This design comes from an exercise in tuning for small area on the open sky130 flow, not from production work. Only simulation tests tie the RTL to the original design; equivalence was not proved.

==> flow/design.v, too long to show whole: its modules and the start of the top module <==
// module FA: 4 lines
// module HA: 4 lines
// module XOR2: 3 lines
// module Quantize: 391 lines
// module top: 1145 lines
module top(
    input  wire         clk_i,
    input  wire         rstn_i,
    input  wire         start_i,
    input  wire [31:0]  vector_x_i,
    input  wire [31:0]  quant_w_i,
    output wire         done_o,
    output wire [31:0]  dout_o
);
  // ...
==> flow/flow/run.sh <==
#!/bin/bash
# The standard layout (standard.sh, unchanged synthesis), with two differences:
# the port buffers that global placement inserts are buf_1 cells, and the buffers
# that synthesis (abc) inserted are taken out at floorplan (repair_design puts back
# whatever slew and capacitance need).
set -euo pipefail
bash standard.sh 'BUFFER_PORTS_ARGS=-buffer_cell sky130_fd_sc_hd__buf_1' REMOVE_ABC_BUFFERS=1 finish > flow.log 2>&1
==> flow/standard.sh <==
#!/bin/bash
# synth_recipe.tcl (not shown) runs the flow's synth.tcl, then flattens the netlist and writes it again
# the make line also repeats each setting of config.mk as NAME=value (left out here)
make -C /OpenROAD-flow-scripts/flow DESIGN_CONFIG=/design/flow/config.mk WORK_HOME=/design/flow/orfs CLKGATE_MAP_FILE= SYNTH_SCRIPT=/design/flow/synth_recipe.tcl "${@:-finish}"
==> flow/config.mk <==
export PLATFORM = sky130hd
export DESIGN_NAME = top
export DESIGN_NICKNAME = top
export VERILOG_FILES = /design/flow/design.v
export SDC_FILE = /design/flow/constraint.sdc
export NUM_CORES = 4
export LEC_CHECK = 0
export CAP_MARGIN = 20
export CORE_MARGIN = 2
export CORE_UTILIZATION = 40
export CTS_BUF_LIST = sky130_fd_sc_hd__clkbuf_4 sky130_fd_sc_hd__clkbuf_8
export SLEW_MARGIN = 20
export SYNTH_HIERARCHICAL = 1
export SYNTH_MINIMUM_KEEP_SIZE = 0
==> flow/constraint.sdc <==
create_clock -name core_clock -period 33.0 [get_ports {clk_i}]
set_input_delay 6.6000 -clock core_clock [delete_from_list [all_inputs] [get_ports {clk_i}]]
set_output_delay 6.6000 -clock core_clock [all_outputs]
set_load 0.01 [all_outputs]
==> results by group, run 1 <==
STA
  – Setup WS post-layout: 5.414 ns
  – Final hold violation count: 0
  – Final setup skew: approximately 0.014 ns
  – Final period util: 83.59%

Setup path
  – Reg2reg start: q2[1]$_DFF_P_
  – Crit path to: q1[4]$_SDFF_PN0_

Logic synthesis
  – Adder-cell area share of the yosys netlist: 49.29%
  – Most used DFF post-synth: dfxtp_1
  – #FFs+latches synth: 97
  – EDFF count, synth: 0
  – Synth Instances: 1,218
  – Post-synth top cells: fa_1, xor2_1, a22oi_1

Job
  – MaxCap Viol Count: 0

Placed design
  – RePlAce Congestion: 0.8901

Clock network
  – Post-CTS Setup Inserts: 0
  – H-tree levels: 3
  – Hold bufs inserted after CTS: 0

Die
  – Row Count: 68
  – Chip Height: 191.2 um
  – Die X: roughly 190 um
  – Num tapcells: 455

Routing
  – Met3 wire len: 1398 um
  – Pre-antenna DRT Iters: 8
  – Top Layer Used: met4
  – ANT nets after route: 0

Final layout
  – Non-Filler Instances: roughly 1,700
  – Fillers: around 3,400
  – Design Area, Final: 14,970 um2
  – Share of cells above drive strength 1: 4.602%

Status
  – Outcome: no timing/DRC/antenna violations
==> module Quantize, before the edit <==
module Quantize (
    input  wire [31:0] din_i,
    output wire [7:0]  q_o
);
wire [31:0] x = din_i;
wire e = x[2] & (~x[31] | x[1] | x[0]);
wire [7:0] W;
wire [1:0] m;
wire [2:0] tA, tB, tz;
wire [3:0] ts;
wire t7 = &tz;
wire [8:0] s9;
wire q1s;
wire q1c;
wire q2s;
wire q2c;
wire q3;
wire q4;
wire q5s;
wire q5c;
wire q6s;
wire q6c;
wire q7s;
wire q7c;
wire q8s;
wire q8c;
wire q9s;
wire q9c;
wire q10s;
wire q10c;
wire q11s;
wire q11c;
wire q12s;
wire q12c;
wire q13s;
wire q13c;
wire q14s;
wire q14c;
wire q15s;
wire q15c;
wire q16s;
wire q16c;
wire q17;
wire q18;
wire q19s;
wire q19c;
wire q20s;
wire q20c;
wire q21s;
wire q21c;
wire q22;
wire q23;
wire q24s;
wire q24c;
wire q25s;
wire q25c;
wire q26s;
wire q26c;
wire q27;
wire q28;
wire q29s;
wire q29c;
wire q30;
wire q31;
wire q32s;
wire q32c;
wire q33;
wire q34;
wire q35s;
wire q35c;
wire q36s;
wire q36c;
wire q37s;
wire q37c;
wire q38s;
wire q38c;
wire q39;
wire q40;
wire q41;
wire q42;
wire q43s;
wire q43c;
wire q44s;
wire q44c;
wire q45s;
wire q45c;
wire q46s;
wire q46c;
wire q47s;
wire q47c;
wire q48s;
wire q48c;
wire q49s;
wire q49c;
wire q50s;
wire q50c;
wire q51s;
wire q51c;
wire q52s;
wire q52c;
wire q53s;
wire q53c;
wire q54s;
wire q54c;
wire q55s;
wire q55c;
wire q56s;
wire q56c;
wire q57s;
wire q57c;
wire q58s;
wire q58c;
wire q59s;
wire q59c;
wire q60s;
wire q60c;
wire q61s;
wire q61c;
wire q62s;
wire q62c;
wire q63s;
wire q63c;
wire q64s;
wire q64c;
wire q65s;
wire q65c;
wire q66s;
wire q66c;
wire q67s;
wire q67c;
wire q68s;
wire q68c;
wire q69s;
wire q69c;
wire q70s;
wire q70c;
wire q71s;
wire q71c;
wire q72s;
wire q72c;
wire q73s;
wire q73c;
wire q74s;
wire q74c;
wire q75s;
wire q75c;
wire q76s;
wire q76c;
wire q77s;
wire q77c;
wire q78s;
wire q78c;
wire q79s;
wire q79c;
wire q80s;
wire q80c;
wire q81;
wire q82;
wire q83s;
wire q83c;
wire q84;
wire q85;
wire q86s;
wire q86c;
wire q87;
wire q88;
wire q89s;
wire q89c;
wire q90;
wire q91;
wire q92s;
wire q92c;
wire q93;
wire q94;
wire q95s;
wire q95c;
wire q96s;
wire q96c;
wire q97s;
wire q97c;
wire q98;
wire q99;
wire q100;
wire q101;
wire q102s;
wire q102c;
wire q103;
wire q104;
wire q105s;
wire q105c;
wire q106s;
wire q106c;
wire q107s;
wire q107c;
wire q108s;
wire q108c;
wire q109s;
wire q109c;
wire q110s;
wire q110c;
wire q111s;
wire q111c;
wire q112s;
wire q112c;
wire q113s;
wire q113c;
wire q114s;
wire q114c;
wire q115s;
wire q115c;
wire q116s;
wire q116c;
wire q117s;
wire q117c;
wire q118s;
wire q118c;
wire q119s;
wire q119c;
wire q120s;
wire q120c;
wire q121s;
wire q121c;
wire q122s;
wire q122c;
wire q123s;
wire q123c;
wire q124s;
wire q124c;
wire q125s;
wire q125c;
wire q126;
wire q127;
wire q128;
wire q129;
wire q130;
wire q131;
wire q132;
wire q133;
wire q134;
wire q135;
wire q136;
FA uq1 (.a(x[3]), .b(x[17]), .c(e), .s(q1s), .co(q1c));
FA uq2 (.a(x[10]), .b(x[24]), .c(x[31]), .s(q2s), .co(q2c));
XOR2 uq3 (.a(q1s), .b(q2s), .y(q3));
assign q4 = q1s & ~q2s;
FA uq5 (.a(x[4]), .b(x[18]), .c(q1c), .s(q5s), .co(q5c));
FA uq6 (.a(x[11]), .b(x[25]), .c(q2c), .s(q6s), .co(q6c));
FA uq7 (.a(q4), .b(q5s), .c(~q6s), .s(q7s), .co(q7c));
FA uq8 (.a(x[5]), .b(x[19]), .c(q5c), .s(q8s), .co(q8c));
FA uq9 (.a(x[12]), .b(x[26]), .c(q6c), .s(q9s), .co(q9c));
FA uq10 (.a(q7c), .b(q8s), .c(~q9s), .s(q10s), .co(q10c));
FA uq11 (.a(x[6]), .b(x[20]), .c(q8c), .s(q11s), .co(q11c));
FA uq12 (.a(x[13]), .b(x[27]), .c(q9c), .s(q12s), .co(q12c));
FA uq13 (.a(q10c), .b(q11s), .c(~q12s), .s(q13s), .co(q13c));
FA uq14 (.a(x[7]), .b(x[21]), .c(q11c), .s(q14s), .co(q14c));
FA uq15 (.a(x[14]), .b(x[28]), .c(q12c), .s(q15s), .co(q15c));
FA uq16 (.a(q13c), .b(q14s), .c(q13s), .s(q16s), .co(q16c));
XOR2 uq17 (.a(q15s), .b(q16s), .y(q17));
assign q18 = ~q15s | q16s;
FA uq19 (.a(x[8]), .b(x[22]), .c(q14c), .s(q19s), .co(q19c));
FA uq20 (.a(x[15]), .b(x[29]), .c(q15c), .s(q20s), .co(q20c));
FA uq21 (.a(q19s), .b(q16c), .c(q18), .s(q21s), .co(q21c));
XOR2 uq22 (.a(q20s), .b(q21s), .y(q22));
assign q23 = ~q20s & q21s;
FA uq24 (.a(x[9]), .b(x[23]), .c(q19c), .s(q24s), .co(q24c));
FA uq25 (.a(x[16]), .b(x[30]), .c(q20c), .s(q25s), .co(q25c));
FA uq26 (.a(q24s), .b(q21c), .c(q23), .s(q26s), .co(q26c));
XOR2 uq27 (.a(q25s), .b(q26s), .y(q27));
assign q28 = ~q25s & q26s;
FA uq29 (.a(q24c), .b(q26c), .c(q28), .s(q29s), .co(q29c));
XOR2 uq30 (.a(q25c), .b(q29s), .y(q30));
assign q31 = ~q25c & q29s;
HA uq32 (.a(q29c), .b(q31), .s(q32s), .co(q32c));
XOR2 uq33 (.a(q3), .b(q30), .y(q33));
assign q34 = ~q3 & q30;
FA uq35 (.a(q7s), .b(~q32s), .c(q34), .s(q35s), .co(q35c));
FA uq36 (.a(q10s), .b(~q32c), .c(q35c), .s(q36s), .co(q36c));
FA uq37 (.a(~q13s), .b(q36c), .c(q36s), .s(q37s), .co(q37c));
HA uq38 (.a(q17), .b(q37c), .s(q38s), .co(q38c));
XOR2 uq39 (.a(q22), .b(q38c), .y(q39));
assign q40 = ~q22 | q38c;
XOR2 uq41 (.a(q27), .b(q40), .y(q41));
assign q42 = ~q27 & q40;
assign W = {q42, ~q41, q39, q38s, q37s, ~q36s, q35s, ~q33};
assign m = {W >= 8'd86, (W >= 8'd43 && W < 8'd86) || W >= 8'd129};
FA uq43 (.a(x[3]), .b(x[6]), .c(x[9]), .s(q43s), .co(q43c));
FA uq44 (.a(x[12]), .b(x[15]), .c(x[18]), .s(q44s), .co(q44c));
FA uq45 (.a(x[21]), .b(x[24]), .c(x[27]), .s(q45s), .co(q45c));
FA uq46 (.a(x[30]), .b(x[31]), .c(e), .s(q46s), .co(q46c));
FA uq47 (.a(q43s), .b(q44s), .c(q45s), .s(q47s), .co(q47c));
FA uq48 (.a(q46s), .b(q47s), .c(m[0]), .s(q48s), .co(q48c));
FA uq49 (.a(q48s), .b(q33), .c(q41), .s(q49s), .co(q49c));
FA uq50 (.a(x[4]), .b(x[7]), .c(x[10]), .s(q50s), .co(q50c));
FA uq51 (.a(x[13]), .b(x[16]), .c(x[19]), .s(q51s), .co(q51c));
FA uq52 (.a(x[22]), .b(x[25]), .c(x[28]), .s(q52s), .co(q52c));
FA uq53 (.a(q43c), .b(q44c), .c(q45c), .s(q53s), .co(q53c));
FA uq54 (.a(q46c), .b(q50s), .c(q51s), .s(q54s), .co(q54c));
FA uq55 (.a(q52s), .b(q47c), .c(q53s), .s(q55s), .co(q55c));
FA uq56 (.a(q54s), .b(m[1]), .c(q55s), .s(q56s), .co(q56c));
FA uq57 (.a(q35s), .b(q38s), .c(q42), .s(q57s), .co(q57c));
FA uq58 (.a(q48c), .b(q56s), .c(q49c), .s(q58s), .co(q58c));
FA uq59 (.a(x[5]), .b(x[8]), .c(x[11]), .s(q59s), .co(q59c));
FA uq60 (.a(x[14]), .b(x[17]), .c(x[20]), .s(q60s), .co(q60c));
FA uq61 (.a(x[23]), .b(x[26]), .c(x[29]), .s(q61s), .co(q61c));
FA uq62 (.a(x[31]), .b(q50c), .c(q51c), .s(q62s), .co(q62c));
FA uq63 (.a(q52c), .b(q59s), .c(q60s), .s(q63s), .co(q63c));
FA uq64 (.a(q61s), .b(q53c), .c(q54c), .s(q64s), .co(q64c));
FA uq65 (.a(q62s), .b(q63s), .c(q55c), .s(q65s), .co(q65c));
FA uq66 (.a(q64s), .b(q56c), .c(q65s), .s(q66s), .co(q66c));
FA uq67 (.a(q66s), .b(q36s), .c(q58c), .s(q67s), .co(q67c));
FA uq68 (.a(q39), .b(q57c), .c(~q67s), .s(q68s), .co(q68c));
FA uq69 (.a(q59c), .b(q60c), .c(q61c), .s(q69s), .co(q69c));
FA uq70 (.a(q62c), .b(q63c), .c(q69s), .s(q70s), .co(q70c));
FA uq71 (.a(q64c), .b(q70s), .c(q65c), .s(q71s), .co(q71c));
FA uq72 (.a(q66c), .b(q71s), .c(q49s), .s(q72s), .co(q72c));
FA uq73 (.a(~q37s), .b(q72s), .c(q67c), .s(q73s), .co(q73c));
FA uq74 (.a(q69c), .b(q70c), .c(q71c), .s(q74s), .co(q74c));
FA uq75 (.a(q74s), .b(q58s), .c(q72c), .s(q75s), .co(q75c));
FA uq76 (.a(~q57s), .b(q75s), .c(q73c), .s(q76s), .co(q76c));
FA uq77 (.a(q74c), .b(q75c), .c(q76c), .s(q77s), .co(q77c));
FA uq78 (.a(~q68c), .b(q73s), .c(q77c), .s(q78s), .co(q78c));
assign tA = {~q68s, q76s, q78s};
assign tB = {q77s, q78c, 1'b0};
assign ts = tA + tB;
assign tz = ts[2:0] + ts[3];    
FA uq79 (.a(x[3]), .b(e), .c(q33), .s(q79s), .co(q79c));
FA uq80 (.a(x[4]), .b(q79c), .c(q79s), .s(q80s), .co(q80c));
XOR2 uq81 (.a(q35s), .b(q80s), .y(q81));
assign q82 = ~q35s | q80s;
FA uq83 (.a(x[5]), .b(q36s), .c(q80c), .s(q83s), .co(q83c));
XOR2 uq84 (.a(q82), .b(q83s), .y(q84));
assign q85 = q82 | q83s;
FA uq86 (.a(x[6]), .b(q83c), .c(q85), .s(q86s), .co(q86c));
XOR2 uq87 (.a(q37s), .b(q86s), .y(q87));
assign q88 = ~q37s & q86s;
FA uq89 (.a(x[7]), .b(q86c), .c(q88), .s(q89s), .co(q89c));
XOR2 uq90 (.a(q38s), .b(q89s), .y(q90));
assign q91 = ~q38s | q89s;
FA uq92 (.a(x[8]), .b(q89c), .c(q91), .s(q92s), .co(q92c));
XOR2 uq93 (.a(q39), .b(q92s), .y(q93));
assign q94 = ~q39 & q92s;
FA uq95 (.a(x[9]), .b(q41), .c(q92c), .s(q95s), .co(q95c));
HA uq96 (.a(q94), .b(q95s), .s(q96s), .co(q96c));
FA uq97 (.a(x[10]), .b(q95c), .c(q96c), .s(q97s), .co(q97c));
XOR2 uq98 (.a(q42), .b(q97s), .y(q98));
assign q99 = ~q42 | q97s;
XOR2 uq100 (.a(x[11]), .b(q97c), .y(q100));
XOR2 uq101 (.a(q100), .b(q99), .y(q101));
FA uq102 (.a(~m[0]), .b(tz[0]), .c(t7), .s(q102s), .co(q102c));
XOR2 uq103 (.a(q102s), .b(q79s), .y(q103));
assign q104 = q102s | ~q79s;
FA uq105 (.a(tz[1]), .b(q102c), .c(q104), .s(q105s), .co(q105c));
FA uq106 (.a(~m[1]), .b(q81), .c(q105s), .s(q106s), .co(q106c));
FA uq107 (.a(tz[2]), .b(q105c), .c(q106c), .s(q107s), .co(q107c));
FA uq108 (.a(q79s), .b(q84), .c(~q107s), .s(q108s), .co(q108c));
FA uq109 (.a(tz[0]), .b(q81), .c(q107c), .s(q109s), .co(q109c));
FA uq110 (.a(m[0]), .b(q87), .c(q108c), .s(q110s), .co(q110c));
FA uq111 (.a(~q109s), .b(q108s), .c(q110s), .s(q111s), .co(q111c));
FA uq112 (.a(m[1]), .b(q84), .c(q110c), .s(q112s), .co(q112c));
FA uq113 (.a(tz[1]), .b(q109c), .c(q90), .s(q113s), .co(q113c));
FA uq114 (.a(q111c), .b(q112s), .c(~q113s), .s(q114s), .co(q114c));
FA uq115 (.a(q79s), .b(q87), .c(q112c), .s(q115s), .co(q115c));
FA uq116 (.a(q115s), .b(q93), .c(q114c), .s(q116s), .co(q116c));
FA uq117 (.a(tz[2]), .b(q113c), .c(~q116s), .s(q117s), .co(q117c));
FA uq118 (.a(tz[0]), .b(q81), .c(q90), .s(q118s), .co(q118c));
FA uq119 (.a(m[0]), .b(q115c), .c(q116c), .s(q119s), .co(q119c));
FA uq120 (.a(q118s), .b(q96s), .c(q117c), .s(q120s), .co(q120c));
FA uq121 (.a(~q119s), .b(q117s), .c(q120s), .s(q121s), .co(q121c));
FA uq122 (.a(m[1]), .b(q79s), .c(q84), .s(q122s), .co(q122c));
FA uq123 (.a(q122s), .b(q93), .c(q119c), .s(q123s), .co(q123c));
FA uq124 (.a(tz[1]), .b(q118c), .c(q98), .s(q124s), .co(q124c));
FA uq125 (.a(q120c), .b(q124s), .c(q121c), .s(q125s), .co(q125c));
XOR2 uq126 (.a(q123s), .b(q125s), .y(q126));
assign q127 = ~q123s & q125s;
XOR2 uq128 (.a(tz[2]), .b(q81), .y(q128));
XOR2 uq129 (.a(q128), .b(q122c), .y(q129));
XOR2 uq130 (.a(q129), .b(q87), .y(q130));
XOR2 uq131 (.a(q130), .b(q96s), .y(q131));
XOR2 uq132 (.a(q131), .b(q123c), .y(q132));
XOR2 uq133 (.a(q132), .b(q101), .y(q133));
XOR2 uq134 (.a(q133), .b(q124c), .y(q134));
XOR2 uq135 (.a(q134), .b(q125c), .y(q135));
XOR2 uq136 (.a(q135), .b(q127), .y(q136));
assign s9 = {~q136, ~q126, q121s, ~q117s, ~q114s, ~q111s, q108s, q106s, q103};
wire sat = s9[8] ^ s9[7];
wire [7:0] qn = {s9[8], sat ? {7{s9[7]}} : s9[6:0]};
wire wp = ~x[31] & (&x[30:11]) & (x[10:0] >= 11'd844);
wire wn = x[31] & ~(|x[30:11]) & (x[10:0] < 11'd1204);
wire [7:0] qw = x[31] ? ((x[10:0] >= 11'd852) ? 8'd164 : 8'd163) : ((x[10:0] > 11'd1196) ? 8'd93 : 8'd92);
assign q_o = (wp | wn) ? qw : qn;
endmodule
==> inputs of run 2 (changes only) <==
--- a/flow/design.v
+++ b/flow/design.v
@@ -6,16 +6,17 @@
 assign s = a ^ b;
 assign co = a & b;
 endmodule
 module XOR2 (input wire a, input wire b, output wire y);
 assign y = a ^ b;
 endmodule
 module Quantize (
     input  wire [31:0] din_i,
+    input  wire        en_i,      
     output wire [7:0]  q_o
 );
 wire [31:0] x = din_i;
 wire e = x[2] & (~x[31] | x[1] | x[0]);
 wire [7:0] W;
 wire [1:0] m;
 wire [2:0] tA, tB, tz;
 wire [3:0] ts;
@@ -393,17 +394,17 @@
 XOR2 uq135 (.a(q134), .b(q125c), .y(q135));
 XOR2 uq136 (.a(q135), .b(q127), .y(q136));
 assign s9 = {~q136, ~q126, q121s, ~q117s, ~q114s, ~q111s, q108s, q106s, q103};
 wire sat = s9[8] ^ s9[7];
 wire [7:0] qn = {s9[8], sat ? {7{s9[7]}} : s9[6:0]};
 wire wp = ~x[31] & (&x[30:11]) & (x[10:0] >= 11'd844);
 wire wn = x[31] & ~(|x[30:11]) & (x[10:0] < 11'd1204);
 wire [7:0] qw = x[31] ? ((x[10:0] >= 11'd852) ? 8'd164 : 8'd163) : ((x[10:0] > 11'd1196) ? 8'd93 : 8'd92);
-assign q_o = (wp | wn) ? qw : qn;
+assign q_o = ~en_i ? 8'd0 : (wp | wn) ? qw : qn;
 endmodule
 module top(
     input  wire         clk_i,
     input  wire         rstn_i,
     input  wire         start_i,
     input  wire [31:0]  vector_x_i,
     input  wire [31:0]  quant_w_i,
     output wire         done_o,
@@ -412,21 +413,21 @@
 reg [4:0] cnt;
 always @(posedge clk_i or negedge rstn_i) begin
     if (!rstn_i)           cnt <= 5'd0;
     else if (cnt == 5'd0)  cnt <= {4'd0, start_i};
     else if (cnt == 5'd17) cnt <= 5'd0;
     else                   cnt <= cnt + 5'd1;
 end
 wire [7:0] q;
-Quantize quantize_inst (.din_i(vector_x_i), .q_o(q));
 wire qen = (cnt == 5'd0) ? start_i : (cnt <= 5'd8);
+Quantize quantize_inst (.din_i(vector_x_i), .en_i(qen), .q_o(q));
 reg [7:0] q1, q2;
 always @(posedge clk_i) begin
-    q1 <= qen ? q : 8'd0;
+    q1 <= q;
     q2 <= q1;
 end
 wire clr = (cnt == 5'd2);
 wire [7:0] w0 = quant_w_i[31:24], w1 = quant_w_i[23:16], w2 = quant_w_i[15:8], w3 = quant_w_i[7:0];
 reg [18:0] acc0, acc1, acc2, acc3;
 wire [8:0] qx = {q2, 1'b0};
 wire bo0 = qx[1] ^ qx[0], bo1 = qx[3] ^ qx[2], bo2 = qx[5] ^ qx[4], bo3 = qx[7] ^ qx[6];
 wire bt0 = (qx[2] & ~qx[1] & ~qx[0]) | (~qx[2] & qx[1] & qx[0]);
@@ -1276,32 +1277,35 @@
 wire d3s;
 wire d3c;
 wire d4s;
 wire d4c;
 wire d5s;
 wire d5c;
 wire d6s;
 wire d6c;
-wire d7;
-wire d8;
+wire d7s;
+wire d7c;
+wire d8s;
+wire d8c;
 wire d9s;
 wire d9c;
 wire d10s;
 wire d10c;
 wire d11s;
 wire d11c;
 wire d12s;
 wire d12c;
-wire d13;
-wire d14;
+wire d13s;
+wire d13c;
+wire d14s;
+wire d14c;
 wire d15s;
 wire d15c;
-wire d16s;
-wire d16c;
+wire d16;
 wire d17s;
 wire d17c;
 wire d18s;
 wire d18c;
 wire d19s;
 wire d19c;
 wire d20s;
 wire d20c;
@@ -1312,50 +1316,50 @@
 wire d23s;
 wire d23c;
 wire d24s;
 wire d24c;
 wire d25s;
 wire d25c;
 wire d26s;
 wire d26c;
-wire d27;
-wire d28;
+wire d27s;
+wire d27c;
+wire d28s;
+wire d28c;
 wire d29s;
 wire d29c;
 wire d30s;
 wire d30c;
 wire d31s;
 wire d31c;
 wire d32s;
 wire d32c;
 wire d33s;
 wire d33c;
 wire d34s;
 wire d34c;
 wire d35s;
 wire d35c;
-wire d36s;
-wire d36c;
+wire d36;
 wire d37;
-wire d38;
+wire d38s;
+wire d38c;
 wire d39s;
 wire d39c;
 wire d40s;
 wire d40c;
 wire d41s;
 wire d41c;
 wire d42s;
 wire d42c;
 wire d43s;
 wire d43c;
-wire d44s;
-wire d44c;
-wire d45s;
-wire d45c;
+wire d44;
+wire d45;
 wire d46s;
 wire d46c;
 wire d47s;
 wire d47c;
 wire d48s;
 wire d48c;
 wire d49s;
 wire d49c;
@@ -1412,20 +1416,18 @@
 wire d75s;
 wire d75c;
 wire d76s;
 wire d76c;
 wire d77s;
 wire d77c;
 wire d78s;
 wire d78c;
-wire d79s;
-wire d79c;
-wire d80s;
-wire d80c;
+wire d79;
+wire d80;
 wire d81s;
 wire d81c;
 wire d82s;
 wire d82c;
 wire d83s;
 wire d83c;
 wire d84s;
 wire d84c;
@@ -1434,114 +1436,109 @@
 wire d86s;
 wire d86c;
 wire d87s;
 wire d87c;
 wire d88s;
 wire d88c;
 wire d89s;
 wire d89c;
-wire d90s;
-wire d90c;
-wire d91s;
-wire d91c;
-wire d92;
+wire d90;
+wire d91;
+wire d92s;
+wire d92c;
 wire d93;
-wire d94;
-wire d95;
-HA ud1 (.a(~m[1]), .b(~m[0]), .s(d1s), .co(d1c));
-HA ud2 (.a(~m[2]), .b(d1c), .s(d2s), .co(d2c));
-FA ud3 (.a(m[0]), .b(~m[3]), .c(d2c), .s(d3s), .co(d3c));
-FA ud4 (.a(m[1]), .b(~m[4]), .c(d3c), .s(d4s), .co(d4c));
-FA ud5 (.a(m[2]), .b(~m[5]), .c(d4c), .s(d5s), .co(d5c));
-FA ud6 (.a(m[0]), .b(~m[3]), .c(m[6]), .s(d6s), .co(d6c));
-XOR2 ud7 (.a(d6s), .b(d5c), .y(d7));
-assign d8 = ~d6s | d5c;
-FA ud9 (.a(m[1]), .b(~m[4]), .c(m[7]), .s(d9s), .co(d9c));
-FA ud10 (.a(d6c), .b(d9s), .c(~d8), .s(d10s), .co(d10c));
-FA ud11 (.a(m[0]), .b(m[2]), .c(~m[5]), .s(d11s), .co(d11c));
-FA ud12 (.a(m[8]), .b(d9c), .c(d11s), .s(d12s), .co(d12c));
-XOR2 ud13 (.a(d12s), .b(d10c), .y(d13));
-assign d14 = ~d12s | ~d10c;
-FA ud15 (.a(m[1]), .b(m[3]), .c(~m[6]), .s(d15s), .co(d15c));
-FA ud16 (.a(m[9]), .b(d11c), .c(d15s), .s(d16s), .co(d16c));
-FA ud17 (.a(d12c), .b(d16s), .c(~d14), .s(d17s), .co(d17c));
-FA ud18 (.a(m[2]), .b(m[4]), .c(~m[7]), .s(d18s), .co(d18c));
-FA ud19 (.a(m[10]), .b(d15c), .c(d18s), .s(d19s), .co(d19c));
-FA ud20 (.a(d16c), .b(d19s), .c(d17c), .s(d20s), .co(d20c));
-FA ud21 (.a(m[3]), .b(m[5]), .c(~m[8]), .s(d21s), .co(d21c));
-FA ud22 (.a(m[11]), .b(d18c), .c(d21s), .s(d22s), .co(d22c));
-FA ud23 (.a(d19c), .b(d22s), .c(d20c), .s(d23s), .co(d23c));
-FA ud24 (.a(~m[0]), .b(m[4]), .c(m[6]), .s(d24s), .co(d24c));
-FA ud25 (.a(~m[9]), .b(m[12]), .c(d21c), .s(d25s), .co(d25c));
-FA ud26 (.a(d24s), .b(d22c), .c(d25s), .s(d26s), .co(d26c));
-XOR2 ud27 (.a(d26s), .b(d23c), .y(d27));
-assign d28 = ~d26s & ~d23c;
-FA ud29 (.a(~m[1]), .b(m[5]), .c(m[7]), .s(d29s), .co(d29c));
-FA ud30 (.a(~m[10]), .b(m[13]), .c(d24c), .s(d30s), .co(d30c));
-FA ud31 (.a(d29s), .b(d25c), .c(d30s), .s(d31s), .co(d31c));
-FA ud32 (.a(d26c), .b(d31s), .c(~d28), .s(d32s), .co(d32c));
-FA ud33 (.a(~m[0]), .b(~m[2]), .c(m[6]), .s(d33s), .co(d33c));
-FA ud34 (.a(m[8]), .b(~m[11]), .c(m[14]), .s(d34s), .co(d34c));
-FA ud35 (.a(d29c), .b(d33s), .c(d34s), .s(d35s), .co(d35c));
-FA ud36 (.a(d30c), .b(d35s), .c(d31c), .s(d36s), .co(d36c));
-XOR2 ud37 (.a(d36s), .b(d32c), .y(d37));
-assign d38 = ~d36s & ~d32c;
-FA ud39 (.a(~m[1]), .b(~m[3]), .c(m[7]), .s(d39s), .co(d39c));
-FA ud40 (.a(m[9]), .b(~m[12]), .c(m[15]), .s(d40s), .co(d40c));
-FA ud41 (.a(d33c), .b(d34c), .c(d39s), .s(d41s), .co(d41c));
-FA ud42 (.a(d40s), .b(d35c), .c(d41s), .s(d42s), .co(d42c));
-FA ud43 (.a(d42s), .b(d36c), .c(~d38), .s(d43s), .co(d43c));
-FA ud44 (.a(~m[2]), .b(~m[4]), .c(m[8]), .s(d44s), .co(d44c));
-FA ud45 (.a(m[10]), .b(~m[13]), .c(m[16]), .s(d45s), .co(d45c));
-FA ud46 (.a(d39c), .b(d40c), .c(d44s), .s(d46s), .co(d46c));
-FA ud47 (.a(d45s), .b(d41c), .c(d46s), .s(d47s), .co(d47c));
-FA ud48 (.a(d42c), .b(d47s), .c(d43c), .s(d48s), .co(d48c));
-FA ud49 (.a(~m[3]), .b(~m[5]), .c(m[9]), .s(d49s), .co(d49c));
-FA ud50 (.a(m[11]), .b(~m[14]), .c(m[17]), .s(d50s), .co(d50c));
-FA ud51 (.a(d44c), .b(d45c), .c(d49s), .s(d51s), .co(d51c));
-FA ud52 (.a(d50s), .b(d46c), .c(d51s), .s(d52s), .co(d52c));
-FA ud53 (.a(d47c), .b(d52s), .c(d48c), .s(d53s), .co(d53c));
-FA ud54 (.a(~m[4]), .b(~m[6]), .c(m[10]), .s(d54s), .co(d54c));
-FA ud55 (.a(m[12]), .b(~m[15]), .c(~m[18]), .s(d55s), .co(d55c));
-FA ud56 (.a(d49c), .b(d50c), .c(d54s), .s(d56s), .co(d56c));
-FA ud57 (.a(d55s), .b(d51c), .c(d56s), .s(d57s), .co(d57c));
-FA ud58 (.a(d52c), .b(d57s), .c(d53c), .s(d58s), .co(d58c));
-FA ud59 (.a(~m[5]), .b(~m[7]), .c(m[11]), .s(d59s), .co(d59c));
-FA ud60 (.a(m[13]), .b(~m[16]), .c(d54c), .s(d60s), .co(d60c));
-FA ud61 (.a(d55c), .b(d59s), .c(d56c), .s(d61s), .co(d61c));
-FA ud62 (.a(d60s), .b(d57c), .c(d61s), .s(d62s), .co(d62c));
-FA ud63 (.a(d62s), .b(d58c), .c(d58s), .s(d63s), .co(d63c));
-FA ud64 (.a(~m[6]), .b(~m[8]), .c(m[12]), .s(d64s), .co(d64c));
-FA ud65 (.a(m[14]), .b(~m[17]), .c(d59c), .s(d65s), .co(d65c));
-FA ud66 (.a(d64s), .b(d60c), .c(d65s), .s(d66s), .co(d66c));
-FA ud67 (.a(d61c), .b(d66s), .c(d62c), .s(d67s), .co(d67c));
-FA ud68 (.a(d67s), .b(d63c), .c(d63s), .s(d68s), .co(d68c));
-FA ud69 (.a(~m[7]), .b(~m[9]), .c(m[13]), .s(d69s), .co(d69c));
-FA ud70 (.a(m[15]), .b(m[18]), .c(d64c), .s(d70s), .co(d70c));
-FA ud71 (.a(d69s), .b(d65c), .c(d70s), .s(d71s), .co(d71c));
-FA ud72 (.a(d66c), .b(d71s), .c(d67c), .s(d72s), .co(d72c));
-FA ud73 (.a(d72s), .b(d68c), .c(d68s), .s(d73s), .co(d73c));
-FA ud74 (.a(~m[8]), .b(~m[10]), .c(m[14]), .s(d74s), .co(d74c));
-FA ud75 (.a(m[16]), .b(d69c), .c(d74s), .s(d75s), .co(d75c));
-FA ud76 (.a(d70c), .b(d75s), .c(d71c), .s(d76s), .co(d76c));
-FA ud77 (.a(d76s), .b(d72c), .c(d73c), .s(d77s), .co(d77c));
-FA ud78 (.a(~m[9]), .b(~m[11]), .c(m[15]), .s(d78s), .co(d78c));
-FA ud79 (.a(m[17]), .b(d74c), .c(d78s), .s(d79s), .co(d79c));
-FA ud80 (.a(d75c), .b(d79s), .c(d76c), .s(d80s), .co(d80c));
-FA ud81 (.a(d80s), .b(d77c), .c(d77s), .s(d81s), .co(d81c));
-FA ud82 (.a(~m[10]), .b(~m[12]), .c(m[16]), .s(d82s), .co(d82c));
-FA ud83 (.a(~m[18]), .b(d78c), .c(d82s), .s(d83s), .co(d83c));
-FA ud84 (.a(d79c), .b(d83s), .c(d80c), .s(d84s), .co(d84c));
-FA ud85 (.a(d84s), .b(d81c), .c(d81s), .s(d85s), .co(d85c));
-FA ud86 (.a(~m[11]), .b(~m[13]), .c(m[17]), .s(d86s), .co(d86c));
-FA ud87 (.a(d82c), .b(d86s), .c(d83c), .s(d87s), .co(d87c));
-FA ud88 (.a(d87s), .b(d84c), .c(d85c), .s(d88s), .co(d88c));
-FA ud89 (.a(~m[12]), .b(~m[14]), .c(~m[18]), .s(d89s), .co(d89c));
-FA ud90 (.a(d86c), .b(d89s), .c(d87c), .s(d90s), .co(d90c));
-FA ud91 (.a(d90s), .b(d88c), .c(d88s), .s(d91s), .co(d91c));
-XOR2 ud92 (.a(m[13]), .b(m[15]), .y(d92));
-XOR2 ud93 (.a(d92), .b(d89c), .y(d93));
-XOR2 ud94 (.a(d93), .b(d90c), .y(d94));
-XOR2 ud95 (.a(d94), .b(d91c), .y(d95));
-assign dout_o = {d95, ~d91s, d88s, ~d85s, d81s, d77s, ~d73s, d68s, d63s, d58s, ~d53s, ~d48s, ~d43s, d37, ~d32s, d27, ~d23s, ~d20s, ~d17s, ~d13, ~d10s, d7, d5s, d4s, d3s, d2s, d1s, m[0], 4'b0000};
+HA ud1 (.a(m[0]), .b(~m[6]), .s(d1s), .co(d1c));
+FA ud2 (.a(m[1]), .b(~m[7]), .c(d1c), .s(d2s), .co(d2c));
+FA ud3 (.a(m[2]), .b(~m[8]), .c(d2c), .s(d3s), .co(d3c));
+FA ud4 (.a(m[3]), .b(~m[9]), .c(d3c), .s(d4s), .co(d4c));
+FA ud5 (.a(m[4]), .b(~m[10]), .c(d4c), .s(d5s), .co(d5c));
+FA ud6 (.a(m[5]), .b(~m[11]), .c(d5c), .s(d6s), .co(d6c));
+FA ud7 (.a(m[6]), .b(~m[12]), .c(d6c), .s(d7s), .co(d7c));
+FA ud8 (.a(m[7]), .b(~m[13]), .c(d7c), .s(d8s), .co(d8c));
+FA ud9 (.a(m[8]), .b(~m[14]), .c(d8c), .s(d9s), .co(d9c));
+FA ud10 (.a(m[9]), .b(~m[15]), .c(d9c), .s(d10s), .co(d10c));
+FA ud11 (.a(m[10]), .b(~m[16]), .c(d10c), .s(d11s), .co(d11c));
+FA ud12 (.a(m[11]), .b(~m[17]), .c(d11c), .s(d12s), .co(d12c));
+FA ud13 (.a(m[12]), .b(m[18]), .c(d12c), .s(d13s), .co(d13c));
+HA ud14 (.a(m[13]), .b(d13c), .s(d14s), .co(d14c));
+HA ud15 (.a(m[14]), .b(d14c), .s(d15s), .co(d15c));
+XOR2 ud16 (.a(m[15]), .b(d15c), .y(d16));
+HA ud17 (.a(~m[2]), .b(~m[0]), .s(d17s), .co(d17c));
+FA ud18 (.a(~m[3]), .b(~m[1]), .c(d17c), .s(d18s), .co(d18c));
+FA ud19 (.a(~m[4]), .b(~m[2]), .c(d18c), .s(d19s), .co(d19c));
+FA ud20 (.a(~m[5]), .b(~m[3]), .c(d19c), .s(d20s), .co(d20c));
+FA ud21 (.a(~m[4]), .b(d1s), .c(d20c), .s(d21s), .co(d21c));
+FA ud22 (.a(~m[5]), .b(d2s), .c(d21c), .s(d22s), .co(d22c));
+FA ud23 (.a(d1s), .b(d3s), .c(d22c), .s(d23s), .co(d23c));
+FA ud24 (.a(d2s), .b(d4s), .c(d23c), .s(d24s), .co(d24c));
+FA ud25 (.a(d3s), .b(d5s), .c(d24c), .s(d25s), .co(d25c));
+FA ud26 (.a(d4s), .b(d6s), .c(d25c), .s(d26s), .co(d26c));
+FA ud27 (.a(d5s), .b(d7s), .c(d26c), .s(d27s), .co(d27c));
+FA ud28 (.a(d6s), .b(d8s), .c(d27c), .s(d28s), .co(d28c));
+FA ud29 (.a(d7s), .b(d9s), .c(d28c), .s(d29s), .co(d29c));
+FA ud30 (.a(d8s), .b(d10s), .c(d29c), .s(d30s), .co(d30c));
+FA ud31 (.a(d9s), .b(d11s), .c(d30c), .s(d31s), .co(d31c));
+FA ud32 (.a(d10s), .b(d12s), .c(d31c), .s(d32s), .co(d32c));
+FA ud33 (.a(d11s), .b(d13s), .c(d32c), .s(d33s), .co(d33c));
+FA ud34 (.a(d12s), .b(d14s), .c(d33c), .s(d34s), .co(d34c));
+FA ud35 (.a(d13s), .b(d15s), .c(d34c), .s(d35s), .co(d35c));
+XOR2 ud36 (.a(d14s), .b(d16), .y(d36));
+XOR2 ud37 (.a(d36), .b(d35c), .y(d37));
+HA ud38 (.a(~m[1]), .b(~m[0]), .s(d38s), .co(d38c));
+HA ud39 (.a(~m[2]), .b(d38c), .s(d39s), .co(d39c));
+FA ud40 (.a(m[0]), .b(~m[3]), .c(d39c), .s(d40s), .co(d40c));
+FA ud41 (.a(m[1]), .b(~m[4]), .c(d40c), .s(d41s), .co(d41c));
+FA ud42 (.a(m[2]), .b(~m[5]), .c(d41c), .s(d42s), .co(d42c));
+FA ud43 (.a(~m[0]), .b(m[3]), .c(~m[6]), .s(d43s), .co(d43c));
+XOR2 ud44 (.a(d43s), .b(d42c), .y(d44));
+assign d45 = d43s | d42c;
+FA ud46 (.a(~m[1]), .b(m[4]), .c(~m[7]), .s(d46s), .co(d46c));
+FA ud47 (.a(d43c), .b(d46s), .c(d45), .s(d47s), .co(d47c));
+FA ud48 (.a(m[5]), .b(~m[8]), .c(d17s), .s(d48s), .co(d48c));
+FA ud49 (.a(d46c), .b(d48s), .c(d47c), .s(d49s), .co(d49c));
+FA ud50 (.a(m[6]), .b(~m[9]), .c(d48c), .s(d50s), .co(d50c));
+FA ud51 (.a(d18s), .b(d50s), .c(d49c), .s(d51s), .co(d51c));
+HA ud52 (.a(d49s), .b(d51s), .s(d52s), .co(d52c));
+FA ud53 (.a(m[7]), .b(~m[10]), .c(d50c), .s(d53s), .co(d53c));
+FA ud54 (.a(d19s), .b(d53s), .c(d51c), .s(d54s), .co(d54c));
+HA ud55 (.a(d52c), .b(d54s), .s(d55s), .co(d55c));
+FA ud56 (.a(m[8]), .b(~m[11]), .c(d53c), .s(d56s), .co(d56c));
+FA ud57 (.a(d20s), .b(d56s), .c(d54c), .s(d57s), .co(d57c));
+HA ud58 (.a(d55c), .b(d57s), .s(d58s), .co(d58c));
+FA ud59 (.a(m[9]), .b(~m[12]), .c(d56c), .s(d59s), .co(d59c));
+FA ud60 (.a(d21s), .b(d59s), .c(d57c), .s(d60s), .co(d60c));
+HA ud61 (.a(d58c), .b(d60s), .s(d61s), .co(d61c));
+FA ud62 (.a(m[10]), .b(~m[13]), .c(d59c), .s(d62s), .co(d62c));
+FA ud63 (.a(d22s), .b(d62s), .c(d60c), .s(d63s), .co(d63c));
+HA ud64 (.a(d61c), .b(d63s), .s(d64s), .co(d64c));
+FA ud65 (.a(m[11]), .b(~m[14]), .c(d62c), .s(d65s), .co(d65c));
+FA ud66 (.a(d23s), .b(d65s), .c(d63c), .s(d66s), .co(d66c));
+HA ud67 (.a(d64c), .b(d66s), .s(d67s), .co(d67c));
+FA ud68 (.a(m[12]), .b(~m[15]), .c(d65c), .s(d68s), .co(d68c));
+FA ud69 (.a(d24s), .b(d68s), .c(d66c), .s(d69s), .co(d69c));
+HA ud70 (.a(d67c), .b(d69s), .s(d70s), .co(d70c));
+FA ud71 (.a(m[13]), .b(~m[16]), .c(d68c), .s(d71s), .co(d71c));
+FA ud72 (.a(d25s), .b(d71s), .c(d69c), .s(d72s), .co(d72c));
+HA ud73 (.a(d70c), .b(d72s), .s(d73s), .co(d73c));
+FA ud74 (.a(m[14]), .b(~m[17]), .c(d71c), .s(d74s), .co(d74c));
+FA ud75 (.a(d26s), .b(d74s), .c(d72c), .s(d75s), .co(d75c));
+HA ud76 (.a(d73c), .b(d75s), .s(d76s), .co(d76c));
+FA ud77 (.a(m[15]), .b(m[18]), .c(d74c), .s(d77s), .co(d77c));
+FA ud78 (.a(d27s), .b(d77s), .c(d75c), .s(d78s), .co(d78c));
+XOR2 ud79 (.a(d76c), .b(d78s), .y(d79));
+assign d80 = d76c | d78s;
+FA ud81 (.a(m[16]), .b(d77c), .c(d28s), .s(d81s), .co(d81c));
+FA ud82 (.a(d81s), .b(d78c), .c(d80), .s(d82s), .co(d82c));
+FA ud83 (.a(m[17]), .b(d29s), .c(d81c), .s(d83s), .co(d83c));
+FA ud84 (.a(d83s), .b(d82c), .c(d82s), .s(d84s), .co(d84c));
+FA ud85 (.a(~m[18]), .b(d30s), .c(d83c), .s(d85s), .co(d85c));
+FA ud86 (.a(d85s), .b(d84c), .c(d84s), .s(d86s), .co(d86c));
+FA ud87 (.a(d31s), .b(d85c), .c(d86c), .s(d87s), .co(d87c));
+FA ud88 (.a(d32s), .b(d87c), .c(d87s), .s(d88s), .co(d88c));
+FA ud89 (.a(d33s), .b(d88c), .c(d88s), .s(d89s), .co(d89c));
+XOR2 ud90 (.a(d34s), .b(d89c), .y(d90));
+assign d91 = d34s | d89c;
+HA ud92 (.a(d35s), .b(d91), .s(d92s), .co(d92c));
+XOR2 ud93 (.a(d37), .b(d92c), .y(d93));
+assign dout_o = {~d93, d92s, ~d90, d89s, ~d88s, ~d87s, d86s, ~d84s, ~d82s, ~d79, d76s, d73s, d70s, d67s, d64s, d61s, d58s, d55s, d52s, ~d49s, d47s, ~d44, d42s, d41s, d40s, d39s, d38s, m[0], 4'b0000};
 assign done_o = s3;
 endmodule
==> flow/flow/run.sh (replaced) <==
#!/bin/bash
# The standard layout (standard.sh, unchanged synthesis), with one difference:
# the port buffers that global placement inserts are buf_1 cells.
set -euo pipefail
bash standard.sh 'BUFFER_PORTS_ARGS=-buffer_cell sky130_fd_sc_hd__buf_1' finish > flow.log 2>&1
==> run 2 against run 1 <==
Against the previous run:
- via count down 0.24%
- cell count fell by 0.46%
- clock skew grew 0.0055 ns
- non-clock buffer count stayed put
- wire length fell by 0.44%
- flip-flop and latch count unchanged
- critical path depth shrank 1
==> results by group, run 2 <==
Final layout
  – Final #Nets: 1,689 (was 1,696)
  – ANT cells: 0 (was 1)
  – Non-Filler Instances: 1,730 (was 1,738)
  – Share of cells above drive strength 1: 4.314% (was 4.602%)
  – Final Util: 43.04% (was 43.34%)
  – Commonest non-fill, non-tap cells in the layout: fa_1, xor2_1, a22oi_1, buf_1, dfxtp_1 (unchanged)
  – Area delta synth->final: 6.859% (was 6.840%)
  – Commonest non-fill, non-tap cell in the layout: fa_1 (unchanged)

Setup path
  – Worst setup EP type: flop (unchanged)
  – Required time of the critical path: 33.33 ns (was 33.32 ns)
  – Slowest stage delay, CP: 0.59 ns (about the same)
  – WS Path Type: input pin to flop (unchanged)
  – Crit path to: q1[4]$_DFF_P_ (was q1[4]$_SDFF_PN0_)
  – R2r setup slk: 22.77 ns (was 23.37 ns)
  – Worst setup SP type: input pin (unchanged)
  – Path depth of the worst reg2reg path: 26 (unchanged)
  – Worst r2r dst: acc1[18]$_DFF_P_ (was acc0[18]$_DFF_P_)
  – CP arrival: 27.69 ns (was 27.91 ns)
  – Critical path's slowest cell: fa_1 (unchanged)
  – Crit path max fanout: 8 (was 7)
  – Reg2reg start: q2[1]$_DFF_P_ (unchanged)
  – Most used cell, CP: fa_1 (unchanged)
  – Crit path from: vector_x_i[31] (unchanged)

STA
  – Setup WS post-layout: 5.637 ns (was 5.414 ns)
  – Min Tclk post-route: 27.36 ns (was 27.59 ns)
  – Final hold violation count: 0 (unchanged)
  – Max-slew violations: 0 (unchanged)
  – RSZ-0062 raised after global routing: no (unchanged)
  – Setup TNS Final: 0 ns (unchanged)
  – Final setup skew: 0.01995 ns (was 0.01449 ns)
  – Worst slew margin: 28.36% (was 28.00%)
  – Worst Tran Pin Value: 1.072 ns (about the same)
  – Fmax: 36.55 MHz (was 36.25 MHz)
  – Final setup viols: 0 (unchanged)
  – Final period util: 82.92% (was 83.59%)

GRT
  – First-pass GRT wire length: 53,880 um (was 54,190 um)
  – Number of global-route vias before repair: 10,031 (was 10,234)
  – Gr usage total: 19.14% (was 19.13%)
  – Antenna violations before repair: 0 (unchanged)
  – Remaining global-route overflow: 0 (unchanged)
  – Largest net degree at the start of global routing: 43 (unchanged)

Clock network
  – Worst-skew pair later-pin latency: 0.40 ns (was 0.38 ns)
  – Count of cells resized by post-cts repair: 0 (unchanged)
  – Hold bufs inserted after CTS: 0 (unchanged)
  – CTS tree: built (unchanged)
  – Post-CTS Setup Inserts: 0 (unchanged)
  – H-tree levels: 3 (unchanged)
  – Cts bufs inserted: 9 (unchanged)
  – Root buf cell: clkbuf_8 (unchanged)
  – Worst-path clk slew: 0.11 ns (about the same)
  – CTS Sinks: 97 (unchanged)
  – Max Root-Sink Buffers: 2 (unchanged)

Logic synthesis
  – EDFF count, synth: 0 (unchanged)
  – Largest area contributor in the synthesized netlist: fa_1 (unchanged)
  – Top cell type's share of synthesized area: 45.52% (was 46.86%)
  – Unique masters post-synth: 58 (was 64)
  – Post-synth ARST share: 5.155% (unchanged)
  – #FFs+latches synth: 97 (unchanged)
  – Synth Instances: 1,214 (was 1,218)
  – Most used DFF post-synth: dfxtp_1 (unchanged)
  – Warnings, synthesis: 7 (unchanged)
  – Synth top area cells: fa_1, dfxtp_1, xor2_1, a22oi_1, ha_1 (unchanged)
  – Post-synthesis cell area: 13,810 um2 (was 14,010 um2)
  – Avg Cell Area, Syn: 11.38 um2 (was 11.51 um2)
  – Post-synthesis sequential area ratio: 14.24% (was 14.04%)
  – Most numerous cell in the Yosys netlist: fa_1 (unchanged)
  – Post-synth top cells: fa_1, xor2_1, a22oi_1 (unchanged)

Placed design
  – Placed insts: 1,714 (was 1,721)
  – Dpl hpwl: 27,260 um (was 27,380 um)
  – Placement Setup Slack: 5.171 ns (was 4.995 ns)
  – IO buf count: 95 (unchanged)
  – RePlAce Congestion: 0.8720 (was 0.8901)

Job
  – MaxCap Viol Count: 0 (unchanged)

Routing
  – WL/cell: 19.19 um (about the same)
  – Final WL: 33,210 um (was 33,360 um)
  – Iteration-0 DRC count of the detailed router: 660 (was 662)
  – # DRC: 0 (unchanged)
  – Vias post-DR: 9,264 (was 9,286)
  – Vias per inst: 5.355 (was 5.343)
  – Pre-antenna DRT Iters: 5 (was 8)
  – ANT nets after route: 0 (unchanged)

Die
  – Die X: 189.8 um (was 191.2 um)
  – I/O pin total: 100 (unchanged)
  – Die area: 36,030 um2 (was 36,550 um2)
  – Chip Height: 189.8 um (was 191.2 um)
  – Core ar.: 34,290 um2 (was 34,540 um2)
  – Row Count: 68 (unchanged)
  – Starting Density: 40.28% (was 40.57%)

Status
  – Outcome: no timing/DRC/antenna violations (unchanged)

Worst hold path
  – Hold WC Path Type: flop to flop (unchanged)
-- run 2: routing by layer --
metal  vias to the layer above  GRT usage (%)  wire (um)
li1                       4145              -          -
met1                      4799          26.72      15020
met2                       277          31.47      15810
met3                        43          2.730       1869
met4                         0          4.979        503
met5                         -              0          0
-- run 2: worst min-delay path by stage --
stage                  startpoint             to  slack (ns)  cells past startpoint
global route        q1[1]$_DFF_P_  q2[1]$_DFF_P_        0.35                      0
floorplan           q1[0]$_DFF_P_  q2[0]$_DFF_P_        0.31                      0
finish              q1[1]$_DFF_P_  q2[1]$_DFF_P_        0.33                      0
detailed placement  q1[4]$_DFF_P_  q2[4]$_DFF_P_        0.32                      0
global placement    q1[7]$_DFF_P_  q2[7]$_DFF_P_        0.31                      0
CTS                 q1[1]$_DFF_P_  q2[1]$_DFF_P_        0.34                      0
-- run 2: cells by family (layout without fill, tap and decap cells) --
group / count (synthesis) / after routing / share of synthesized area (%)
adder cells (fa/ha/maj): 355 / 355 / 49.18
other: 1 / 4 / 0.02716
AO/OA/AOI/OAI: 205 / 205 / 10.85
AND/OR/NAND/NOR: 246 / 246 / 9.704
multiplexers: 2 / 2 / 0.1450
buffers and inverters: 124 / 182 / 4.177
XOR/XNOR: 184 / 184 / 11.67
flip-flops: 97 / 97 / 14.24
-- run 2: layout make-up --
cell class                      count  area (um2)
Fill cell                        3278       19530
Timing Repair Buffer              110       469.2
Sequential cell                    97        1968
Inverter                           56       210.2
Clock inverter                      7       86.33
Clock buffer                        9       123.9
Tap cell                          455       569.3
Multi-Input combinational cell    996       11330
-- run 2: critical path: cells and delay by family --
family / cells / cell delay (ns)
buffers and inverters: 9 / 0.96
adders and majority gates: 40 / 16.32
xor gates and xnor gates: 3 / 1.24
and+or+nand+nor: 8 / 1.48
AOI/OAI and AO/OA: 5 / 1.10
-- run 2: Yosys stat by module (local to each module, per instance) --
module / flip-flops and latches / area, um2
FA: 0 / 20.02
top: 97 / 4865
HA: 0 / 12.51
XOR2: 0 / 8.758
Quantize: 0 / 747.0
-- run 2: through the flow --
step                hold slack, ns  instance area, um2
finish                      0.3335               14760
global route                0.3484               14760
floorplan                   0.3096               13820
detailed placement          0.3157               14550
CTS                         0.3399               14760
global placement            0.3144               14550
==> inputs of run 3 (changes only) <==
==> flow/flow/run.sh (replaced) <==
#!/bin/bash
# The standard layout (standard.sh, unchanged synthesis), with two differences:
# the port buffers that global placement inserts are buf_1 cells, and clock tree
# synthesis adds no dummy loads.
set -euo pipefail
bash standard.sh 'BUFFER_PORTS_ARGS=-buffer_cell sky130_fd_sc_hd__buf_1' \
  'CTS_ARGS=-sink_clustering_enable -repair_clock_nets -buf_list {sky130_fd_sc_hd__clkbuf_4 sky130_fd_sc_hd__clkbuf_8} -dont_use_dummy_load' \
  finish > flow.log 2>&1
--- a/flow/config.mk
+++ b/flow/config.mk
@@ -8,6 +8,6 @@
 export CAP_MARGIN = 20
 export CORE_MARGIN = 2
-export CORE_UTILIZATION = 40
-export CTS_BUF_LIST = sky130_fd_sc_hd__clkbuf_4 sky130_fd_sc_hd__clkbuf_8
+export CORE_UTILIZATION = 65
+export PLACE_DENSITY = 0.75
 export SLEW_MARGIN = 20
 export SYNTH_HIERARCHICAL = 1
==> run 3 against run 2 <==
Against the previous run:
- maximum frequency is essentially flat
- critical path depth unchanged
- worst hold slack got worse by 0.0012 ns
- die area fell by 38%
- flip-flop and latch count did not move
- synthesized cell count unchanged
- count of clock-buffer cells in the layout stayed put
- cell count shrank 11%
- core utilization grew 26 points
==> results by group, run 3 <==
STA
  – Min Tclk post-route: 27.39 ns (was 27.36 ns)
  – Final setup skew: 0.02466 ns (was 0.01995 ns)
  – Worst slew margin: 45.35% (was 28.36%)
  – Setup TNS Final: 0 ns (unchanged)
  – RSZ-0062 raised after global routing: no (unchanged)
  – Final setup viols: 0 (unchanged)
  – Final hold violation count: 0 (unchanged)
  – Worst Tran Pin Value: 0.8180 ns (was 1.072 ns)
  – Final period util: 83.00% (was 82.92%)
  – Fmax: 36.51 MHz (was 36.55 MHz)
  – Max-slew violations: 0 (unchanged)

Clock network
  – Worst-skew pair later-pin latency: 0.38 ns (was 0.40 ns)
  – H-tree levels: 3 (unchanged)
  – Post-CTS Setup Inserts: 0 (unchanged)
  – Root buf cell: clkbuf_8 (unchanged)
  – Count of cells resized by post-cts repair: 0 (unchanged)
  – Cts bufs inserted: 9 (unchanged)
  – Max Root-Sink Buffers: 2 (unchanged)
  – Worst-path clk slew: 0.10 ns (was 0.11 ns)
  – CTS Sinks: 97 (unchanged)
  – Hold bufs inserted after CTS: 0 (unchanged)
  – CTS tree: built (unchanged)

Final layout
  – Share of cells above drive strength 1: 3.785% (was 4.314%)
  – ANT cells: 0 (unchanged)
  – Commonest non-fill, non-tap cells in the layout: fa_1, xor2_1, a22oi_1, buf_1, dfxtp_1 (unchanged)
  – Commonest non-fill, non-tap cell in the layout: fa_1 (unchanged)
  – Area delta synth->final: 4.585% (was 6.859%)
  – Final Util: 68.92% (was 43.04%)
  – Final #Nets: 1,689 (unchanged)

Routing
  – # DRC: 0 (unchanged)
  – ANT nets after route: 0 (unchanged)
  – WL/cell: 20.30 um (was 19.19 um)
  – Pre-antenna DRT Iters: 5 (unchanged)
  – Vias per inst: 6.084 (was 5.355)
  – Final WL: 31,330 um (was 33,210 um)
  – Vias post-DR: 9,387 (was 9,264)
  – Iteration-0 DRC count of the detailed router: 732 (was 660)

Logic synthesis
  – Adder-cell area share of the yosys netlist: 49.18% (unchanged)
  – Unique masters post-synth: 58 (unchanged)
  – Post-synth ARST share: 5.155% (unchanged)
  – Most numerous cell in the Yosys netlist: fa_1 (unchanged)
  – EDFF count, synth: 0 (unchanged)
  – Post-synthesis mux area share: 0.1450% (unchanged)
  – Largest family of logic cells by synthesized area: adder cells (unchanged)
  – Post-synthesis cell area: 13,810 um2 (unchanged)
  – Synth Instances: 1,214 (unchanged)
  – #FFs+latches synth: 97 (unchanged)
  – Most used DFF post-synth: dfxtp_1 (unchanged)
  – Warnings, synthesis: 7 (unchanged)
  – Synth Area in Compound Gates: 10.85% (unchanged)
  – Post-synthesis sequential area ratio: 14.24% (unchanged)
  – Post-synth top cells: fa_1, xor2_1, a22oi_1 (unchanged)
  – Avg Cell Area, Syn: 11.38 um2 (unchanged)
  – Synth top area cells: fa_1, dfxtp_1, xor2_1, a22oi_1, ha_1 (unchanged)
  – Largest area contributor in the synthesized netlist: fa_1 (unchanged)
  – Simple-gate area share of the yosys netlist: 9.704% (unchanged)
  – XOR/XNOR Fraction of Synth Area: 11.67% (unchanged)
  – Top cell type's share of synthesized area: 45.52% (unchanged)

Die
  – Core ar.: 20,960 um2 (was 34,290 um2)
  – Die area: 22,430 um2 (was 36,030 um2)
  – Row Count: 53 (was 68)
  – I/O pin total: 100 (unchanged)
  – Die X: 149.8 um (was 189.8 um)
  – Chip Height: 149.8 um (was 189.8 um)
  – Starting Density: 65.90% (was 40.28%)

Setup path
  – Critical path's slowest cell: fa_1 (unchanged)
  – CP arrival: 27.70 ns (was 27.69 ns)
  – Most used cell, CP: fa_1 (unchanged)
  – Slowest stage delay, CP: 0.60 ns (was 0.59 ns)
  – Worst setup SP type: input pin (unchanged)
  – Worst setup EP type: flop (unchanged)
  – Crit path max fanout: 8 (unchanged)
  – WS Path Type: input pin to flop (unchanged)
  – Required time of the critical path: 33.31 ns (was 33.33 ns)

Status
  – Outcome: no timing/DRC/antenna violations (unchanged)

GRT
  – Met2 Use GR: 48.74% (was 31.47%)
  – Largest net degree at the start of global routing: 50 (was 43)
  – Remaining global-route overflow: 0 (unchanged)
  – Met3 usage: 4.909% (was 2.730%)
  – Gr usage total: 29.67% (was 19.14%)
  – First-pass GRT wire length: 50,660 um (was 53,880 um)
  – Global route hottest layer: met2 (unchanged)
  – Antenna violations before repair: 0 (unchanged)
  – Number of global-route vias before repair: 9,968 (was 10,031)
  – Global routing usage on met1: 41.79% (was 26.72%)

Placed design
  – RePlAce Congestion: 0.9179 (was 0.8720)
  – IO buf count: 95 (unchanged)
  – Dpl hpwl: 25,730 um (was 27,260 um)

Job
  – MaxCap Viol Count: 0 (unchanged)

Worst hold path
  – Hold WC Path Type: flop to flop (unchanged)
[run 3: cell counts after synthesis]
Identical to the previous run, type by type.
[run 3: area by class of cell]
type                    instances  area (um2)
clock buffers                   9       123.9
fillers                      1632        6513
inverters                      56       210.2
multi-input cells             996       11330
flip-flops and latches         97        1968
well taps                     275       344.1
repair buffers                110       466.7
[run 3: path summary, 6_finish.rpt]
check	from	end	slack, ns	cells past startpoint
setup / recovery	vector_x_i[31]	q1[3]$_DFF_P_	5.61	65
hold / removal	q1[1]$_DFF_P_	q2[1]$_DFF_P_	0.33	0
setup reg to reg	q2[1]$_DFF_P_	acc0[18]$_DFF_P_	22.93	26
hold reg to reg	q1[1]$_DFF_P_	q2[1]$_DFF_P_	0.33	0
max in group asynchronous	rstn_i	cnt[4]$_DFF_PN0_	26.75	1
min in group asynchronous	rstn_i	cnt[0]$_DFF_PN0_	6.05	1
[run 3: per-stage QoR]
| step | hold slack (ns) | setup WS [ns] | instance area, um2 | instances |
|---|---|---|---|---|
| finish | 0.3323 | 5.612 | 14440 | 1543 |
| global route | 0.3397 | 4.588 | 14440 | 1543 |
| CTS | 0.3341 | 5.657 | 14440 | 1542 |
| detailed placement | 0.3145 | 5.246 | 14310 | 1533 |
| global placement | 0.3132 | 5.698 | 14310 | 1533 |
| floorplan | 0.3096 | 6.780 | 13820 | 1217 |
[run 3: worst max-delay path, delay by kind of cell]
family	cells	cell delay, ns
buf+inv	9	0.94
compound gates	5	1.08
simple gates	8	1.49
fa+ha+maj	40	16.30
xor+xnor	3	1.25
[run 3: kinds of logic (layout without fill, tap and decap cells)]
group | count (synthesis) | in the layout
other cells | 1 | 4
mux | 2 | 2
buf+inv | 124 | 175
flops | 97 | 97
simple gates | 246 | 246
xor+xnor | 184 | 184
fa+ha+maj | 355 | 355
compound gates | 205 | 205
[run 3: modules after synthesis (local to each module, per instance)]
module	flops+latches	copies in the design	area (um2)
FA	0	313	20.02
HA	0	27	12.51
Quantize	0	1	747.0
XOR2	0	182	8.758
top	97	1	4865
[run 3: layer usage]
metal  up-vias  part of all wire [%]
li1       4149                     -
met1      4776                    43
met2       415                    48
met3        47                   7.4
met4         0                   1.9
met5         -                     0
==> inputs of run 4 (changes only) <==
--- a/flow/config.mk
+++ b/flow/config.mk
@@ -8,6 +8,6 @@
 export CAP_MARGIN = 20
 export CORE_MARGIN = 2
-export CORE_UTILIZATION = 65
-export PLACE_DENSITY = 0.75
+export CORE_UTILIZATION = 40
+export CTS_BUF_LIST = sky130_fd_sc_hd__clkbuf_4 sky130_fd_sc_hd__clkbuf_8
 export SLEW_MARGIN = 20
 export SYNTH_HIERARCHICAL = 1
==> run 4 against run 3 <==
Against the previous run:
- still clean
- maximum frequency hardly changed
- critical path depth unchanged
- sequential share of layout area fell by 0.21 points
- synthesized cell count stayed put
- final area is 1.6% higher
- via count down 1.2%
- count of clock-buffer cells in the layout unchanged
- global-route usage is 11 points lower
- critical path type unchanged
- critical endpoint is now q1[4]$_DFF_P_
==> results by group, run 4 <==
Status
  – Outcome: no timing/DRC/antenna violations (unchanged)

GRT
  – Number of global-route vias before repair: 10,036 (was 9,968)
  – First-pass GRT wire length: 53,880 um (was 50,660 um)
  – Antenna violations before repair: 0 (unchanged)
  – Gr usage total: 19.12% (was 29.67%)

Routing
  – Pre-antenna DRT Iters: 5 (unchanged)
  – WL/cell: 19.21 um (was 20.30 um)
  – Vias post-DR: 9,279 (was 9,387)
  – Final WL: 33,130 um (was 31,330 um)

Setup path
  – Reg2reg start: q2[1]$_DFF_P_ (unchanged)
  – Required time of the critical path: 33.33 ns (was 33.31 ns)
  – Worst Path Buf+Inv: 9 (unchanged)
  – Path depth of the worst reg2reg path: 26 (unchanged)
  – Critical path's slowest cell: fa_1 (unchanged)
  – Crit path max fanout: 8 (unchanged)
  – WS Path Type: input pin to flop (unchanged)
  – Most used cell, CP: fa_1 (unchanged)
  – CP arrival: 27.70 ns (about the same)

Logic synthesis
  – Top cell type's share of synthesized area: 45.52% (unchanged)
  – Most numerous cell in the Yosys netlist: fa_1 (unchanged)
  – Post-synth top cells: fa_1, xor2_1, a22oi_1 (unchanged)
  – Avg Cell Area, Syn: 11.38 um2 (unchanged)
  – EDFF count, synth: 0 (unchanged)
  – Post-synth ARST share: 5.155% (unchanged)
  – Synth top area cells: fa_1, dfxtp_1, xor2_1, a22oi_1, ha_1 (unchanged)
  – Warnings, synthesis: 7 (unchanged)
  – Largest area contributor in the synthesized netlist: fa_1 (unchanged)
  – Post-synthesis sequential area ratio: 14.24% (unchanged)
  – Most used DFF post-synth: dfxtp_1 (unchanged)

Clock network
  – Worst-path clk slew: 0.11 ns (was 0.10 ns)
  – CTS tree: built (unchanged)
  – CTS Sinks: 97 (unchanged)
  – Count of cells resized by post-cts repair: 0 (unchanged)

Worst hold path
  – Hold WC Path Type: flop to flop (unchanged)

Placed design
  – IO buf count: 95 (unchanged)
  – RePlAce Congestion: 0.8720 (was 0.9179)
  – Placed insts: 1,714 (was 1,533)

Die
  – Die X: 189.8 um (was 149.8 um)
  – I/O pin total: 100 (unchanged)

STA
  – Min Tclk post-route: 27.37 ns (was 27.39 ns)
  – Setup TNS Final: 0 ns (unchanged)
  – Fin Hold WS: 0.3331 ns (was 0.3323 ns)
  – Final period util: 82.95% (was 83.00%)
  – Worst slew margin: 23.26% (was 45.35%)

Job
  – MaxCap Viol Count: 0 (unchanged)

Final layout
  – Final #Nets: 1,689 (unchanged)
-- run 4: cell counts after synthesis --
No cell type changed its count.
-- run 4: metal layers --
metal  GRT usage [%]  vias up  part of all wire, %
li1                -     4131                    -
met1           26.77     4789                   46
met2           31.43      310                   47
met3           2.841       49                  5.4
met4           4.621        0                  1.7
met5               0        -                    0
-- run 4: through the flow --
step	area, um2	utilization, %	setup WS [ns]
after floorplan	13820	-	6.780
after global placement	14550	42.42	5.623
after detailed placement	14550	42.42	5.171
after CTS	14670	42.79	5.610
after global routing	14670	42.79	4.562
final	14670	42.79	5.626
-- run 4: layout make-up --
type | count | area (um2)
Sequential cell | 97 | 1968
Antenna cell | 1 | 2.502
Tap cell | 455 | 569.3
Fill cell | 3281 | 19620
Timing Repair Buffer | 110 | 469.2
Multi-Input combinational cell | 996 | 11330
Clock buffer | 9 | 123.9
Inverter | 56 | 210.2
-- run 4: how the worst max path moves through the flow --
stage / startpoint / endpoint / slack, ns / cells after the start
final: vector_x_i[31] / q1[4]$_DFF_P_ / 5.63 / 65
after global routing: vector_x_i[31] / q1[1]$_DFF_P_ / 4.56 / 65
after CTS: vector_x_i[31] / q1[4]$_DFF_P_ / 5.61 / 65
after detailed placement: vector_x_i[31] / q1[4]$_DFF_P_ / 5.17 / 65
after global placement: vector_x_i[31] / q1[4]$_DFF_P_ / 5.62 / 65
after floorplan: vector_x_i[0] / q1[3]$_DFF_P_ / 6.78 / 65
-- run 4: modules after synthesis (local to each module, per instance) --
module	copies in the design	cells inside	flip-flops and latches
top	1	568	97
Quantize	1	124	0
FA	313	1	0
HA	27	1	0
XOR2	182	1	0
-- run 4: logic make-up (layout without fill, tap and decap cells) --
family / Yosys count / count (layout) / share of synthesized area (%)
other: 1 / 5 / 0.02716
and+or+nand+nor: 246 / 246 / 9.704
DFF: 97 / 97 / 14.24
muxes: 2 / 2 / 0.1450
xor gates and xnor gates: 184 / 184 / 11.67
AOI/OAI and AO/OA: 205 / 205 / 10.85
buffers and inverters: 124 / 175 / 4.177
adders and majority gates: 355 / 355 / 49.18

==> port drivers added, routing unchanged <==
The flow's constraints put no driver on any port. The routed layouts listed below were extracted and timed again, unchanged, in two steps. Step 1 (the two cells are an assumption about what drives the block):
set clk [get_ports {clk_i}]
set_driving_cell -lib_cell sky130_fd_sc_hd__clkbuf_16 $clk
set_driving_cell -lib_cell sky130_fd_sc_hd__buf_2 [delete_from_list [all_inputs] $clk]
Step 2 times the ports against the registers' clock, not the clock port: input delays grow and output delays shrink by t, the midpoint of the rising clock arrivals with the driver on. Three values: ideal, step 1, step 2; two values: the first two.
run | shift t [ns] | setup slack, ns | worst setup path after step 2 | clock arrival spread, ns | worst slew at a driven data input, ns
run 1 | 0.418 | 5.414 / 5.421 / 5.003 | input to register | 0.015 / 0.014 | 0.09
run 2 | 0.426 | 5.637 / 5.655 / 5.229 | input to register | 0.020 / 0.020 | 0.06
run 3 | 0.406 | 5.612 / 5.626 / 5.220 | input to register | 0.025 / 0.024 | 0.05
run 4 | 0.411 | 5.626 / 5.644 / 5.233 | input to register | 0.036 / 0.036 | 0.06
After both steps setup and hold are still met in every run listed. For run 1, which loses most, drivers alone change the setup slack by +0.007 ns; drivers and shift together by -0.411 ns.
